What follows belongs to an exercise in optimizing a design on an open flow for small area and a short achievable clock period; a production flow would make more cautious choices.
Function was checked by simulation only, so behaviour that the tests miss may differ from the original.
Power and IR drop assume default switching activity.

trial 86:
Design mul32_pipe, start of the top module:
module mul32_pipe(clk, rst, in_valid, a, b, out_valid, p);
  input clk, rst, in_valid;
  input [31:0] a, b;
  output out_valid;
  output [63:0] p;
  reg [2:0] vpipe;
  always @(posedge clk)
    if (rst) vpipe <= 3'd0;
    else vpipe <= {vpipe[1:0], in_valid};
  assign out_valid = vpipe[2];
  reg [305:0] rk1;
  reg [136:0] rk2;
  reg [87:0] rk3;
  wire n1 = b[1] & ~b[0];
  wire n2 = b[2] ^ b[1];
  wire n3 = (b[3] & ~b[2] & ~b[1]) | (~b[3] & b[2] & b[1]);
  wire n4 = b[4] ^ b[3];
  wire n5 = (b[5] & ~b[4] & ~b[3]) | (~b[5] & b[4] & b[3]);
  wire n6 = b[6] ^ b[5];
  wire n7 = (b[7] & ~b[6] & ~b[5]) | (~b[7] & b[6] & b[5]);
  wire n8 = b[8] ^ b[7];
  wire n9 = (b[9] & ~b[8] & ~b[7]) | (~b[9] & b[8] & b[7]);
  wire n10 = b[10] ^ b[9];
  wire n11 = (b[11] & ~b[10] & ~b[9]) | (~b[11] & b[10] & b[9]);
  wire n12 = b[12] ^ b[11];
  wire n13 = (b[13] & ~b[12] & ~b[11]) | (~b[13] & b[12] & b[11]);
  wire n14 = b[14] ^ b[13];
  wire n15 = (b[15] & ~b[14] & ~b[13]) | (~b[15] & b[14] & b[13]);
  wire n16 = b[16] ^ b[15];
  wire n17 = (b[17] & ~b[16] & ~b[15]) | (~b[17] & b[16] & b[15]);
  wire n18 = b[18] ^ b[17];
  wire n19 = (b[19] & ~b[18] & ~b[17]) | (~b[19] & b[18] & b[17]);
  wire n20 = b[20] ^ b[19];
  wire n21 = (b[21] & ~b[20] & ~b[19]) | (~b[21] & b[20] & b[19]);
  wire n22 = b[22] ^ b[21];
  wire n23 = (b[23] & ~b[22] & ~b[21]) | (~b[23] & b[22] & b[21]);
  wire n24 = b[24] ^ b[23];
  wire n25 = (b[25] & ~b[24] & ~b[23]) | (~b[25] & b[24] & b[23]);
  wire n26 = b[26] ^ b[25];
  wire n27 = (b[27] & ~b[26] & ~b[25]) | (~b[27] & b[26] & b[25]);
  wire n28 = b[28] ^ b[27];
  ...
clock: 2.5 ns
lec_check: 0
abc_area: 1
abc_clock_period_in_ps: 2000
cap_margin: 20
core_margin: 2
core_utilization: 50
cts_cluster_diameter: 120
cts_cluster_size: 20
place_density: 0.75
slew_margin: 20
synth_hierarchical: 1
standard.sh (not shown) runs the stock make flow with config.mk's settings and CLKGATE_MAP_FILE= SYNTH_SCRIPT=/design/flow/synth_recipe.tcl, a recipe that flattens the netlist after the stock synthesis.
==> flow/flow/run.sh <==
#!/bin/bash
# Own layout flow: the standard ORFS flow (standard.sh), unchanged except that the
# port buffers that global placement inserts on every input and output use a plain buffer
# (buf_4) instead of the delay cell buffer_ports picks by default.
set -euo pipefail
export BUFFER_PORTS_ARGS="-buffer_cell sky130_fd_sc_hd__buf_4"
bash standard.sh finish > standard_flow.log 2>&1
Trial 86: no failed stages, no open violations at the end
## Diff of input files: build 64 against trial 86
Settings: CORE_UTILIZATION now 60, was 50; ABC_CLOCK_PERIOD_IN_PS no longer set, was 2000; PLACE_DENSITY now 0.85, was 0.75.
## What came out
Number of antenna violations at the first check in global routing: build 64 and trial 86 compared, higher one is trial 86. In build 64 the area growth from synthesis to final layout turned out 1.0 points lower than in trial 86. Build 64 supports a lower top clock frequency than trial 86. Relative to trial 86, die area has gone down in build 64. Chip width, build 64 vs trial 86: down by a little under 10%. Number of post-CTS setup repair buffers: build 64 vs trial 86 identical. Build 64: cell row count 9 below trial 86. Looking at final design instance area without fill, build 64 sits below trial 86. rk1[130] as the capture point of the critical path was reported by trial 86, and rk3[59] by build 64. Re data-path buffer share of cell area in the final layout: build 64 is 0.32 points down on trial 86.


Starting RTL as in the previous note.
==> flow/config.mk <==
export PLATFORM = sky130hd
export DESIGN_NAME = mul32_pipe
export DESIGN_NICKNAME = mul32_pipe
export VERILOG_FILES = /design/flow/design.v
export SDC_FILE = /design/flow/constraint.sdc
export NUM_CORES = 4
export LEC_CHECK = 0
export ABC_AREA = 1
export CAP_MARGIN = 20
export CORE_MARGIN = 2
export CORE_UTILIZATION = 50
export PLACE_DENSITY = 0.75
export SLEW_MARGIN = 20
export SYNTH_HIERARCHICAL = 1
==> flow/constraint.sdc <==
create_clock -name core_clock -period 2.5 [get_ports {clk}]
set_input_delay 0.5000 -clock core_clock [delete_from_list [all_inputs] [get_ports {clk}]]
set_output_delay 0.5000 -clock core_clock [all_outputs]
set_load 0.01 [all_outputs]
Scripts as last shown in full above: flow/flow/run.sh
The first run completed with no timing, DRC or antenna violations.
Edit:
CTS_CLUSTER_DIAMETER = 100   (was default)
CTS_CLUSTER_SIZE = 24   (was default)
Effect: Power falls by 7.7%; die area stays the same; critical path depth does not change; utilization decreases by 1.6 points; area after synthesis is unchanged; worst hold slack degrades by 19 ps; flip-flop and latch count does not change; design area is lower by about 2.7%; cell count is lower by about 1.5%.
Edit:
CTS_CLUSTER_DIAMETER = 120   (was 100)
CTS_CLUSTER_SIZE = 26   (was 24)
Die area stays the same. Synthesized area does not change. Register-to-register slack gets better by 60 ps. Clock power went down by about 9%. Routed wire length is about the same. Clock skew came out higher by 9.7 ps.
Edit:
CTS_CLUSTER_SIZE = 20   (was 26)
What happened: Register-to-register slack hardly moves. Design area increases slightly. Wire length is higher slightly.

## what the ideal ports hide
The flow's constraints put no driver on any port. The routed layouts listed below were extracted and timed again, unchanged, in two steps.
Step 1 sets driving cells, clkbuf_16 on the clock port and buf_2 on the other inputs (assumed; they add their load-dependent delay and slew).
Step 2 also shifts input and output timing later by t, the mid clock arrival at the registers, as if the neighbouring blocks saw the same clock.
Three values: no drivers, after step 1, after step 2; two values: the first two.
run	t, ns	setup slack, ns	worst register clock-pin slew, ns	cell pins on the clock port's net
trial 86	0.677	0.144 / 0.127 / -0.491	0.10 / 0.10	1
build 64	0.677	0.083 / 0.083 / -0.359	0.10 / 0.10	1
the first run of note 2	0.674	0.115 / 0.115 / -0.504	0.07 / 0.07	1
the second run of note 2	0.675	0.090 / 0.090 / -0.532	0.11 / 0.11	1
the third run of note 2	0.671	0.121 / 0.146 / -0.506	0.12 / 0.12	1
the fourth run of note 2	0.677	0.144 / 0.127 / -0.491	0.10 / 0.10	1
With both steps, setup timing fails in every run listed, where it was met with ideal ports.
